Source: an optimization exercise on an open RTL-to-GDS flow (aim: small area). Production flows keep margins and buffers that such runs may drop.
No run shown here included a check of the RTL's function; only the layout flow was run.
Power and IR drop assume default switching activity.

==> flow/design.v (outline; a module is shown in full before it is edited, if it fits) <==
// module UIController: 979 lines
// module UIC_fa: 3 lines
// module UIC_inv: 3 lines
// module UIC_nand2: 3 lines
// module UIC_nand3: 3 lines
// module UIC_nand4: 3 lines
// module UIC_nor2: 3 lines
// module UIC_or2: 3 lines
// module UIC_or3: 3 lines
// module UIC_or4: 3 lines
// module UIC_aoi222: 3 lines
// module UIC_ao22: 3 lines
module UIController (
  input wire         Clock,
  input wire         Reset_n,
  input  wire [6:0]  REG,
  input  wire [9:0]  VALUE_D,
  output reg  [9:0]  VALUE_Q,
  input  wire        SET,
  input  wire        CLR,
  input  wire        INC,
  input  wire        DEC,
  output wire [8:0]  DISP_VMRK1,
  output wire [8:0]  DISP_VMRK2,
  output wire [8:0]  DISP_HMRK1,
  output wire [8:0]  DISP_HMRK2,
  output wire [1:0]  INPUT_SELECT,
  output wire [0:0]  ADC1_TDIV,
  output wire [1:0]  ADC1_VDIV,
  output wire [7:0]  ADC1_VSHIFT,
  output wire [13:0] ADC1_TRG_LVL,
  output wire [2:0]  ADC1_TRG_MODE,
  output wire [0:0]  ADC2_TDIV,
  output wire [1:0]  ADC2_VDIV,
  output wire [7:0]  ADC2_VSHIFT,
  output wire [13:0] ADC2_TRG_LVL,
  output wire [2:0]  ADC2_TRG_MODE,
  output wire [0:0]  DIG1_TDIV,
  output wire [7:0]  DIG1_VSHIFT,
  output wire [9:0]  DIG1_PAT,
  output wire [9:0]  DIG1_PDCC,
  output reg         DIG1_CFG,
  output wire [0:0]  DIG1_TRG_LVL,
  output wire [2:0]  DIG1_TRG_MODE,
  output wire [0:0]  DIG2_TDIV,
  output wire [7:0]  DIG2_VSHIFT,
  output wire [9:0]  DIG2_PAT,
  output wire [9:0]  DIG2_PDCC,
  output reg         DIG2_CFG,
  output wire [0:0]  DIG2_TRG_LVL,
  output wire [2:0]  DIG2_TRG_MODE,
  output wire [0:0]  DIG3_TDIV,
  output wire [7:0]  DIG3_VSHIFT,
  output wire [9:0]  DIG3_PAT,
  output wire [9:0]  DIG3_PDCC,
  output reg         DIG3_CFG,
  output wire [0:0]  DIG3_TRG_LVL,
  output wire [2:0]  DIG3_TRG_MODE,
  output wire [0:0]  DIG4_TDIV,
  output wire [7:0]  DIG4_VSHIFT,
  output wire [9:0]  DIG4_PAT,
  output wire [9:0]  DIG4_PDCC,
  output reg         DIG4_CFG,
  output wire [0:0]  DIG4_TRG_LVL,
  output wire [2:0]  DIG4_TRG_MODE
);
  // ...
==> flow/flow/run.sh <==
#!/bin/bash
# Standard layout, with the port buffers made from the smallest buffer and
# a clock tree of fewer, larger clusters without dummy loads.
set -euo pipefail
export BUFFER_PORTS_ARGS="-buffer_cell sky130_fd_sc_hd__buf_1"
export CTS_ARGS="-sink_clustering_enable -sink_clustering_size 14 -sink_clustering_max_diameter 60 -buf_list sky130_fd_sc_hd__clkbuf_8 -dont_use_dummy_load -repair_clock_nets"
bash standard.sh finish > standard.log 2>&1
==> flow/standard.sh <==
#!/bin/bash
# synth_recipe.tcl (not shown) runs the flow's synth.tcl, then flattens the netlist and writes it again
# the make line also repeats each setting of config.mk as NAME=value (left out here)
make -C /OpenROAD-flow-scripts/flow DESIGN_CONFIG=/design/flow/config.mk WORK_HOME=/design/flow/orfs CLKGATE_MAP_FILE= SYNTH_SCRIPT=/design/flow/synth_recipe.tcl "${@:-finish}"
==> flow/config.mk <==
export PLATFORM = sky130hd
export DESIGN_NAME = UIController
export DESIGN_NICKNAME = UIController
export VERILOG_FILES = /design/flow/design.v
export SDC_FILE = /design/flow/constraint.sdc
export NUM_CORES = 4
export LEC_CHECK = 0
export CAP_MARGIN = 20
export CORE_MARGIN = 2
export CORE_UTILIZATION = 60
export PLACE_DENSITY = 0.7
export SLEW_MARGIN = 20
export SYNTH_HIERARCHICAL = 1
export SYNTH_MINIMUM_KEEP_SIZE = 0
==> flow/constraint.sdc <==
create_clock -name core_clock -period 10.0 [get_ports {Clock}]
set_input_delay 2.0000 -clock core_clock [delete_from_list [all_inputs] [get_ports {Clock}]]
set_output_delay 2.0000 -clock core_clock [all_outputs]
set_load 0.01 [all_outputs]
==> metrics.md, run 1 <==
| Metric | Value |
|---|---|
| Status | `finished clean` |
| Post-synth ARST share | `100%` |
| Synth warn | `7` |
| CTS Sinks | `220` |
| RSZ-0062 raised after global routing | `false` |
| Min-Delay Startpoint | `DISP_VMRK2_q[7]` |
| Initial antenna violation count | `0` |
| Seq Cell Count | `220` |
| Global-route wire length before repair | `between 50 and 60 mm` |
| Initial core utilization | `61.7%` |
| Vias in the first global route | `approximately 8500` |
| CTS resizes | `0` |
| Max-area cell class | `registers` |
| Area of the mapped netlist | `9830 um2` |
| Sequential share of cell area | `48.0%` |
| Setup CP Type | `input pin to output port` |
| DR vias | `9427` |
| Min Tclk post-route | `slightly below 10 ns` |
| Die height | `132 um` |
| Dpl hpwl | `25.4 mm` |
| Share of layout cells above drive strength 1 | `9.12%` |
| Slew headroom | `17.1%` |
| Critical path fanouts, max | `5` |
| H-Tree Depth | `1` |
| Final Hold Violating Endpoints | `0` |
| Hold path cells | `1` |
| WL met2 | `15.3 mm` |
| P_seq | `1.08 mW` |
| Sequential-to-total area share from yosys stat | `56.3%` |
| DRT antenna net count | `0` |
| Port buffer count | `254` |
| Grt total ovfl | `0` |
| WHS | `0.532 ns` |
| GRT busiest layer | `met1` |
| Worst setup path startpoint | `REG[4]` |
| Worst Setup EP | `VALUE_Q[8]` |
| Remaining DRCs | `0` |
| End of the worst hold path | `DISP_VMRK2_q[7]` |
| Most common cell after layout, fill and taps aside | `buf_1` |
| Switching power | `0.575 mW` |
| Post-synth EDFFs | `0` |
| Commonest non-fill, non-tap cells in the layout | `buf_1 (246), a22o_1 (244), dfrtp_1 (196)` |
==> inputs of run 2 (changes only) <==
==> flow/flow/run.sh (replaced) <==
#!/bin/bash
# Standard layout, with the port buffers made from the smallest buffer and
# a clock tree of fewer, larger clusters without dummy loads.
set -euo pipefail
export BUFFER_PORTS_ARGS="-buffer_cell sky130_fd_sc_hd__buf_1"
export CTS_ARGS="-sink_clustering_enable -sink_clustering_size 28 -sink_clustering_max_diameter 80 -buf_list sky130_fd_sc_hd__clkbuf_16 -dont_use_dummy_load -repair_clock_nets"
bash standard.sh finish > standard.log 2>&1
==> run 2 against run 1 <==
Compared with the run above: hold slack gained 0.0022 ns; via count shrank 1.4%; cell area rose by 0.11%; register-to-register slack better by 0.06 ns; wire length down 0.36%; critical path depth fell by 1; highest routed layer unchanged; clock skew shrank 0.0031 ns; critical endpoint unchanged; non-clock buffer count unchanged; sequential power about the same; maximum frequency grew 0.24%; synthesized area is the same; power increased by 1.1%.
==> metrics.md, run 2 <==
| Metric | Value |
|---|---|
| Global-route wire length before repair | `52.4 mm (-0.50%)` |
| Max clock buf depth | `3` |
| P_leak | `5.52 nW` |
| Total CTS buffers | `11` |
| Final Max Slew Viols | `0` |
| Fmax | `102 MHz` |
| CP dominant cell by count | `fa_1` |
| Status | `finished clean` |
| Max VDD drop | `roughly 0.00010 V` |
| Antenna cell count | `0` |
| Vias in the first global route | `8459 (-1.0%)` |
| DRT antenna net count | `0 (unchanged)` |
| # rows | `46` |
| Initial core utilization | `61.7% (unchanged)` |
| CP required | `approximately 8 ns` |
| Min Tclk post-route | `9.76 ns (-0.0238 ns)` |
| Core footprint | `~16000 um2` |
| TritonCTS clock tree | `done` |
| Netlist cell types | `27` |
| Area of the mapped netlist | `9830 um2 (unchanged)` |
| Area growth, synth to finish | `17.3%` |
| Synth warn | `7 (unchanged)` |
| Fin crit share | `between 90% and 100%` |
| Slew headroom | `18.7% (+1.6 points)` |
| Switch share | `30.4%` |
| Flop pwr share | `around 58%` |
| Largest net degree at the start of global routing | `86` |
| Critical path fanouts, max | `8 (+3)` |
| Final RePlAce weighted congestion | `0.987` |
| Syn avg cell area | `12.2 um2` |
| Root buffer cell | `clkbuf_16` |
| Share of layout cells above drive strength 1 | `8.37% (-0.75 points)` |
| Largest area contributor in the netlist | `dfrtp_1` |
| Initial antenna violation count | `1 (+1)` |
| Critical Path Start Type | `input pin` |
| Vias per cell | `7.07` |
| Post-synthesis register bit count | `220` |
| Remaining DRCs | `0 (unchanged)` |
| Sequential-to-total area share from yosys stat | `56.3% (unchanged)` |
| Post-synth EDFFs | `0 (unchanged)` |
| Final setup viols | `0` |
| Setup CP Type | `input pin to output port` |
| Tightest Pin Transition | `1.22 ns` |
| WP data arrival | `7.76 ns` |
| Worst reg-to-reg path cell count | `16` |
| CTS Sinks | `220 (unchanged)` |
| Die area | `17400 um2` |
| Pwr Density | `162 nW/um2` |
| Pre-Repair DR Iteration Count | `9` |
| Area share of the largest cell type after synthesis | `49.9%` |
| Commonest non-fill, non-tap cells in the layout | `buf_1 (247), a22o_1 (244), dfrtp_1 (196)` |
| Cells after DPL | `between 1000 and 1500` |
| Total Power | `1.87 mW` |
| Die width | `132 um` |
| Max cap viols | `0` |
| Post-synth top cells | `a22o_1 (244), dfrtp_1 (196), a222oi_1 (67), nor2_1 (64), nand2_1 (61)` |
| Total I/O pin count | `263` |
| Ys flop type | `dfrtp_1` |
| Drt total wl | `35.3 mm` |
| Crit path capture type | `output port` |
| Gate power share | `17.0%` |
| Starting DRT DRC Count | `1410` |
| Most numerous cell in the Yosys netlist | `a22o_1` |
| Port buffer count | `254 (unchanged)` |
| Setup TNS | `0 ns` |
| Die height | `132 um (unchanged)` |
| Skew final | `about 0.028 ns` |
| H-Tree Depth | `1 (unchanged)` |
| Grt total ovfl | `0 (unchanged)` |
| Tot GR Track Use | `slightly below 40%` |
| Hold path cells | `1 (unchanged)` |
| Final Hold Violating Endpoints | `0 (unchanged)` |
| Post-synth ARST share | `100% (unchanged)` |
| Clock Latency Late Sink | `0.48 ns` |
| Post-CTS Setup Bufs | `0` |
| Critical path's slowest cell | `or4_4` |
| Pre-CTS setup slack | `0.0607 ns` |
| RSZ-0062 raised after global routing | `false` |
| Internal power | `about 1.3 mW` |
| Synth Instances | `slightly above 800` |
| Most common cell after layout, fill and taps aside | `buf_1` |
| Crit-path cells | `buf_1, inv_1, nand4_1, nor2_1, a222oi_1, nand3_1, or4_4, fa_1, fa_1, fa_1, fa_1, fa_1, fa_1, fa_1, fa_1, fa_1, a22o_1, clkbuf_2` |
| Dpl hpwl | `25.4 mm (unchanged)` |
| Hold Crit Class | `flip-flop to flip-flop` |
| Clock Power Share | `25.2%` |
| Final instance area | `~12000 um2` |
| Crit-path max cell delay | `0.54 ns` |
| Largest cells by area after synthesis | `dfrtp_1 (50%), a22o_1 (22%), a222oi_1 (6.8%), dfstp_2 (6.4%), nor2_1 (2.4%)` |
| Area after DPL | `11200 um2` |
| Final setup margin | `0.239 ns` |
| Post-layout nets | `1133` |
| Switching power | `0.567 mW (-1.3%)` |
| DR vias | `9294 (-1.4%)` |
| Final non-filler cell total | `1315` |
| Reg clk slew, reported paths | `~0.09 ns` |
| WL/cell | `26.9 um` |
[run 2: cell counts after synthesis]
No cell type changed its count.
[run 2: area by class of cell]
type                    instances  area, um2
flip-flops and latches        220       5540
well taps                     216        270
fillers                      1215       4410
inverters                      54        203
repair buffers                292       1250
multi-input cells             522       4000
clock buffers                  11        275
[run 2: repair_timing]
action,4_1_cts,5_1_grt
hold buffers,0,0
gates resized for setup,0,11
endpoints found under the setup margin,0,1
[run 2: stage by stage]
stage | hold WS (ns) | utilization [%]
floorplan | 0.549 | -
global placement | 0.507 | 70.4
detailed placement | 0.505 | 70.4
CTS | 0.532 | 72.1
global route | 0.551 | 72.4
finish | 0.534 | 72.4
[run 2: path summary, 6_finish.rpt]
path                           startpoint                  to  slack [ns]
max                                REG[6]          VALUE_Q[8]        0.24
min                         DIG3_PAT_q[4]       DIG3_PAT_q[4]        0.53
max reg2reg                DIG1_PDCC_q[0]      DIG3_PDCC_q[9]        3.57
min reg2reg                 DIG3_PAT_q[4]       DIG3_PAT_q[4]        0.53
max in group asynchronous         Reset_n     DISP_HMRK1_q[6]        6.95
min in group asynchronous         Reset_n  DIG1_TRG_MODE_q[1]        1.66
[run 2: cells by family (layout without fill, tap and decap cells)]
logic type / after synthesis / in the layout / share of synthesized area [%]
simple gates: 179 / 179 / 8.11
fa+ha+maj: 9 / 9 / 1.83
mux: 8 / 8 / 1.02
xor+xnor: 3 / 3 / 0.267
buf+inv: 74 / 357 / 3.60
other cells: 1 / 8 / 0.0381
flops: 220 / 220 / 56.3
compound gates: 315 / 315 / 28.8
[run 2: routing by layer]
layer	track usage (%)	routed length [um]
met1	60.0	13800
met5	0	0
met4	15.0	1360
met2	56.6	15400
met3	8.57	4800
[run 2: modules after synthesis, one instance, submodules excluded]
module | times used | cells inside
UIC_nand3 | 16 | 1
UIC_nand4 | 21 | 1
UIC_nor2 | 49 | 1
UIC_or2 | 8 | 1
UIC_nand2 | 57 | 1
UIC_ao22 | 244 | 1
UIC_inv | 48 | 1
UIC_aoi222 | 67 | 1
UIC_fa | 9 | 1
UIC_or4 | 1 | 1
UIC_or3 | 2 | 1
UIController | 1 | 287
[run 2: power by group through the flow]
stage | combinational (mW) | clock (mW) | sequential [mW]
2_1_floorplan | 0.129 | 0 | 1.10
3_3_place_gp | 0.306 | 0 | 1.09
3_5_place_dp | 0.311 | 0 | 1.09
4_1_cts | 0.312 | 0.467 | 1.07
5_1_grt | 0.338 | 0.503 | 1.09
6_report | 0.318 | 0.471 | 1.08
[run 2: worst max-delay path, delay by kind of cell]
family / cells / cell delay [ns]
simple gates: 4 / 1.19
buf+inv: 3 / 0.32
compound gates: 2 / 0.60
fa+ha+maj: 9 / 3.68
==> inputs of run 3 (changes only) <==
==> flow/flow/run.sh (replaced) <==
#!/bin/bash
# Standard layout, with the port buffers made from the smallest buffer and
# a clock tree of fewer, larger clusters without dummy loads.
set -euo pipefail
export BUFFER_PORTS_ARGS="-buffer_cell sky130_fd_sc_hd__buf_1"
export CTS_ARGS="-sink_clustering_enable -sink_clustering_size 10 -sink_clustering_max_diameter 50 -buf_list sky130_fd_sc_hd__clkbuf_4 -dont_use_dummy_load -repair_clock_nets"
bash standard.sh finish > standard.log 2>&1
--- a/flow/config.mk
+++ b/flow/config.mk
@@ -8,6 +8,7 @@
 export CAP_MARGIN = 20
 export CORE_MARGIN = 2
 export CORE_UTILIZATION = 60
+export GPL_TIMING_DRIVEN = 0
 export PLACE_DENSITY = 0.7
 export SLEW_MARGIN = 20
 export SYNTH_HIERARCHICAL = 1
==> run 3 against run 2 <==
Compared with the run above: now fails the layout checks on setup timing; final cell count is 1.2% higher; synthesized cell count did not move; power shrank 2.4%; sequential cell count is the same; via count is 0.46% higher; hold slack got worse by 0.0017 ns; non-clock buffer count fell by 2; setup slack worse by 0.27 ns; global-route usage about the same; clock power is 13% lower; clock skew is 0.037 ns higher; first-iteration DRC count up 7.4%; largest power group unchanged; critical path type unchanged.
==> metrics.md, run 3 <==
| Metric | Value |
|---|---|
| Status | `complete, but fails checks` |
| Layout Check Fail Reasons | `setup timing` |
| Final setup viols | `1 (+1)` |
| Largest net degree at the start of global routing | `38 (-56%)` |
| Remaining DRCs | `0 (unchanged)` |
| Die height | `132 um (unchanged)` |
| Met1 GRT Util | `57.5% (-2.5 points)` |
| Fmax | `99.7 MHz (-2.7%)` |
| DRT antenna net count | `0 (unchanged)` |
| Syn avg cell area | `12.2 um2 (unchanged)` |
| Setup CP Type | `input pin to output port` |
| Crit path buf inv count | `4 (+1)` |
| Critical path fanouts, max | `10 (+2)` |
| Tightest Pin Transition | `1.19 ns (-0.0310 ns)` |
| WP data arrival | `8.03 ns (+0.27 ns)` |
| Hold Crit Class | `flip-flop to flip-flop` |
| Largest cells by area after synthesis | `dfrtp_1 (50%), a22o_1 (22%), a222oi_1 (6.8%), dfstp_2 (6.4%), nor2_1 (2.4%)` |
| Final Hold Violating Endpoints | `0 (unchanged)` |
| Die area | `17400 um2 (unchanged)` |
| WL/cell | `26.7 um (-0.73%)` |
| Initial antenna violation count | `3 (+2)` |
| Area of the mapped netlist | `9830 um2 (unchanged)` |
| Global-route wire length before repair | `52.6 mm (+0.30%)` |
| Area after DPL | `11300 um2 (+1.1%)` |
| Tot GR Track Use | `39.6% (about the same)` |
| Final instance area | `11700 um2 (+1.6%)` |
| Most numerous cell in the Yosys netlist | `a22o_1` |
| Final Max Slew Viols | `0 (unchanged)` |
| Most common cell after layout, fill and taps aside | `buf_1` |
| Post-synth ARST share | `100% (unchanged)` |
| CP dominant cell by count | `fa_2` |
| H-Tree Depth | `1 (unchanged)` |
| Pre-Repair DR Iteration Count | `8 (-1)` |
| Drt total wl | `35.5 mm (+0.48%)` |
| Pre-CTS setup slack | `-0.731 ns (-0.792 ns)` |
| Post-synthesis register bit count | `220 (unchanged)` |
| Total CTS buffers | `27 (+16)` |
| Cells after DPL | `1296 (-0.61%)` |
| Critical path's slowest cell | `or4_4` |
| Post-synth top cells | `a22o_1 (244), dfrtp_1 (196), a222oi_1 (67), nor2_1 (64), nand2_1 (61)` |
| Max VDD drop | `0.0000894 V (-14%)` |
| Root buffer cell | `clkbuf_4` |
| Final RePlAce weighted congestion | `0.941 (-4.7%)` |
| Die width | `132 um (unchanged)` |
| Crit path capture type | `output port` |
| Total I/O pin count | `263 (unchanged)` |
| Skew final | `0.0647 ns (+0.0366 ns)` |
| DR vias | `9337 (+0.46%)` |
| Share of layout cells above drive strength 1 | `12.4% (+4.0 points)` |
| Dpl hpwl | `25.1 mm (-0.88%)` |
| Sequential-to-total area share from yosys stat | `56.3% (unchanged)` |
| Slew headroom | `18.5% (-0.20 points)` |
| # rows | `46 (unchanged)` |
| Area growth, synth to finish | `19.2%` |
| TritonCTS clock tree | `done` |
| Reg clk slew, reported paths | `0.09 ns (about the same)` |
| CP required | `8.00 ns (about the same)` |
| Pwr Density | `155 nW/um2 (-3.9%)` |
| Final non-filler cell total | `1331 (+1.2%)` |
| Critical Path Start Type | `input pin` |
| Post-layout nets | `1147 (+1.2%)` |
| CTS Sinks | `220 (unchanged)` |
| GRT busiest layer | `met2` |
| Min Tclk post-route | `10.03 ns (+0.267 ns)` |
| P_leak | `5.54 nW (+0.36%)` |
| Area share of the largest cell type after synthesis | `49.9% (unchanged)` |
| Netlist cell types | `27 (unchanged)` |
| Initial core utilization | `61.7% (unchanged)` |
| Largest area contributor in the netlist | `dfrtp_1` |
| Crit-path cells | `buf_2, inv_1, nand3_2, nor2_2, a222oi_1, nand4_1, or4_4, fa_2, fa_2, fa_2, fa_2, fa_2, fa_2, fa_2, fa_2, fa_1, a22o_1, buf_4, buf_1` |
| Synth Instances | `809 (unchanged)` |
| Ys flop type | `dfrtp_1` |
| Met2 GRT Util | `58.0% (+1.4 points)` |
| Max cap viols | `0 (unchanged)` |
| Core footprint | `15900 um2 (unchanged)` |
| Global-route track usage on met3 | `9.30% (+0.73 points)` |
| Grt total ovfl | `0 (unchanged)` |
| Synth warn | `7 (unchanged)` |
| Final setup margin | `-0.0282 ns (-0.267 ns)` |
| Cell family with most CP delay | `adder cells` |
| Crit-path max cell delay | `0.62 ns (+0.08 ns)` |
| Fillers | `1246 (+2.6%)` |
| Max clock buf depth | `3 (unchanged)` |
| Final Core Density | `73.5% (+1.1 points)` |
| Vias per cell | `7.02 (-0.75%)` |
| Starting DRT DRC Count | `1515 (+7.4%)` |
| Commonest non-fill, non-tap cells in the layout | `buf_1 (245), a22o_1 (242), dfrtp_1 (196)` |
| Port buffer count | `253 (-0.39%)` |
| Fin crit share | `100% (+2.7 points)` |
| Post-synth EDFFs | `0 (unchanged)` |
| Vias in the first global route | `8652 (+2.3%)` |
| Clock Latency Late Sink | `0.68 ns (+0.20 ns)` |
run 3: cell count changes in the layout (fill, tap and decap cells not counted), moves of 6 or more:
| cell | before | now |
|---|---|---|
| fa_1 | 9 | 1 |
| buf_4 | 37 | 23 |
| fa_2 | 0 | 8 |
| clkbuf_4 | 1 | 27 |
| nor2_2 | 0 | 9 |
| nor2_1 | 64 | 55 |
| clkbuf_16 | 11 | 0 |
| buf_12 | 0 | 6 |
run 3: cells by family (layout without fill, tap and decap cells):
family / count (synthesis) / after routing / synth area share, %
adder cells (fa/ha/maj): 9 / 9 / 1.83
XOR/XNOR: 3 / 3 / 0.267
AO/OA/AOI/OAI: 315 / 315 / 28.8
multiplexers: 8 / 8 / 1.02
flip-flops: 220 / 220 / 56.3
buffers and inverters: 74 / 371 / 3.60
other: 1 / 10 / 0.0381
AND/OR/NAND/NOR: 179 / 179 / 8.11
run 3: repair_timing:
action	CTS	global route
resized for setup	22	19
gates cloned	0	0
setup endpoints to repair	2	1
hold buffers	0	0
pin swaps	5	9
buffers inserted	3	3
run 3: final cells by class:
| cell class | count | area (um2) | area share [%] |
|---|---|---|---|
| Antenna cell | 2 | 5.00 | 0.0427 |
| Clock buffer | 27 | 203 | 1.73 |
| Multi-Input combinational cell | 522 | 4080 | 34.9 |
| Timing Repair Buffer | 270 | 1270 | 10.8 |
| Buffer | 20 | 151 | 1.29 |
| Sequential cell | 220 | 5540 | 47.2 |
| Tap cell | 216 | 270 | 2.31 |
| Inverter | 54 | 203 | 1.73 |
run 3: worst paths after layout:
check	from	to	slack, ns	cells past startpoint
min in group asynchronous	Reset_n	DIG1_TRG_MODE_q[0]	1.13	1
worst min register to register	ADC2_TRG_LVL_q[1]	ADC2_TRG_LVL_q[1]	0.53	1
worst max-delay path	REG[1]	VALUE_Q[8]	-0.03	19
worst min-delay path	ADC2_TRG_LVL_q[1]	ADC2_TRG_LVL_q[1]	0.53	1
worst max register to register	DISP_VMRK1_q[0]	DIG2_PDCC_q[8]	3.45	15
max in group asynchronous	Reset_n	DIG4_VSHIFT_q[5]	7.61	6
run 3: per-stage QoR:
| step | hold slack, ns | TNS [ns] | power [mW] |
|---|---|---|---|
| after CTS | 0.527 | 0 | 1.80 |
| final | 0.532 | -0.0282 | 1.82 |
| after global routing | 0.546 | -0.0653 | 1.88 |
| after detailed placement | 0.505 | -1.11 | 1.41 |
| after global placement | 0.506 | -665.93 | 1.39 |
| after floorplan | 0.549 | 0 | 1.23 |
run 3: layer usage:
metal,part of all wire (%),up-vias
li1,-,3859
met2,43,769
met3,13,119
met1,38,4590
met5,0,-
met4,4.8,0
run 3: power by group:
part           switching, mW  total [mW]  internal [mW]
Clock                  0.285       0.409          0.124
Sequential            0.0912        1.08          0.985
Combinational          0.207       0.336          0.130
run 3: Yosys stat by module (local to each module, per instance):
module | cells inside | copies in the design | flip-flops and latches | cell area (um2)
UIC_ao22 | 1 | 244 | 0 | 8.76
UIC_aoi222 | 1 | 67 | 0 | 10.0
UIC_nand3 | 1 | 16 | 0 | 5.00
UIC_or4 | 1 | 1 | 0 | 7.51
UIC_nand2 | 1 | 57 | 0 | 3.75
UIC_nand4 | 1 | 21 | 0 | 6.26
UIC_inv | 1 | 48 | 0 | 3.75
UIC_nor2 | 1 | 49 | 0 | 3.75
UIC_or2 | 1 | 8 | 0 | 6.26
UIC_or3 | 1 | 2 | 0 | 6.26
UIC_fa | 1 | 9 | 0 | 20.0
UIController | 287 | 1 | 220 | 5980

-- static timing again, ports no longer ideal --
The flow's constraints put no driver on any port. The routed layouts listed below were extracted and timed again, unchanged, in two steps.
Step 1: set_driving_cell puts a clkbuf_16 on Clock and a buf_2 on each other input, an assumption about the parent block.
Step 2 adds t to the input delays and takes it off the output delays; t is the mean of the earliest and latest rising clock arrival at the registers after step 1. Input paths then give back, and output paths get back, about the clock's delay inside the block.
a / b / c = no drivers / after step 1 / after step 2; a / b = the first two.
| run | t, ns | slack for setup (ns) | latest minus earliest clock arrival (ns) |
|---|---|---|---|
| run 1 | 0.554 | 0.215 / 0.188 / 0.188 | 0.032 / 0.032 |
| run 2 | 0.511 | 0.239 / 0.184 / 0.184 | 0.028 / 0.028 |
| run 3 | 0.686 | -0.028 / -0.079 / -0.079 | 0.065 / 0.065 |
For run 2, which loses most, drivers alone change the setup slack by -0.055 ns; drivers and shift together by -0.055 ns.
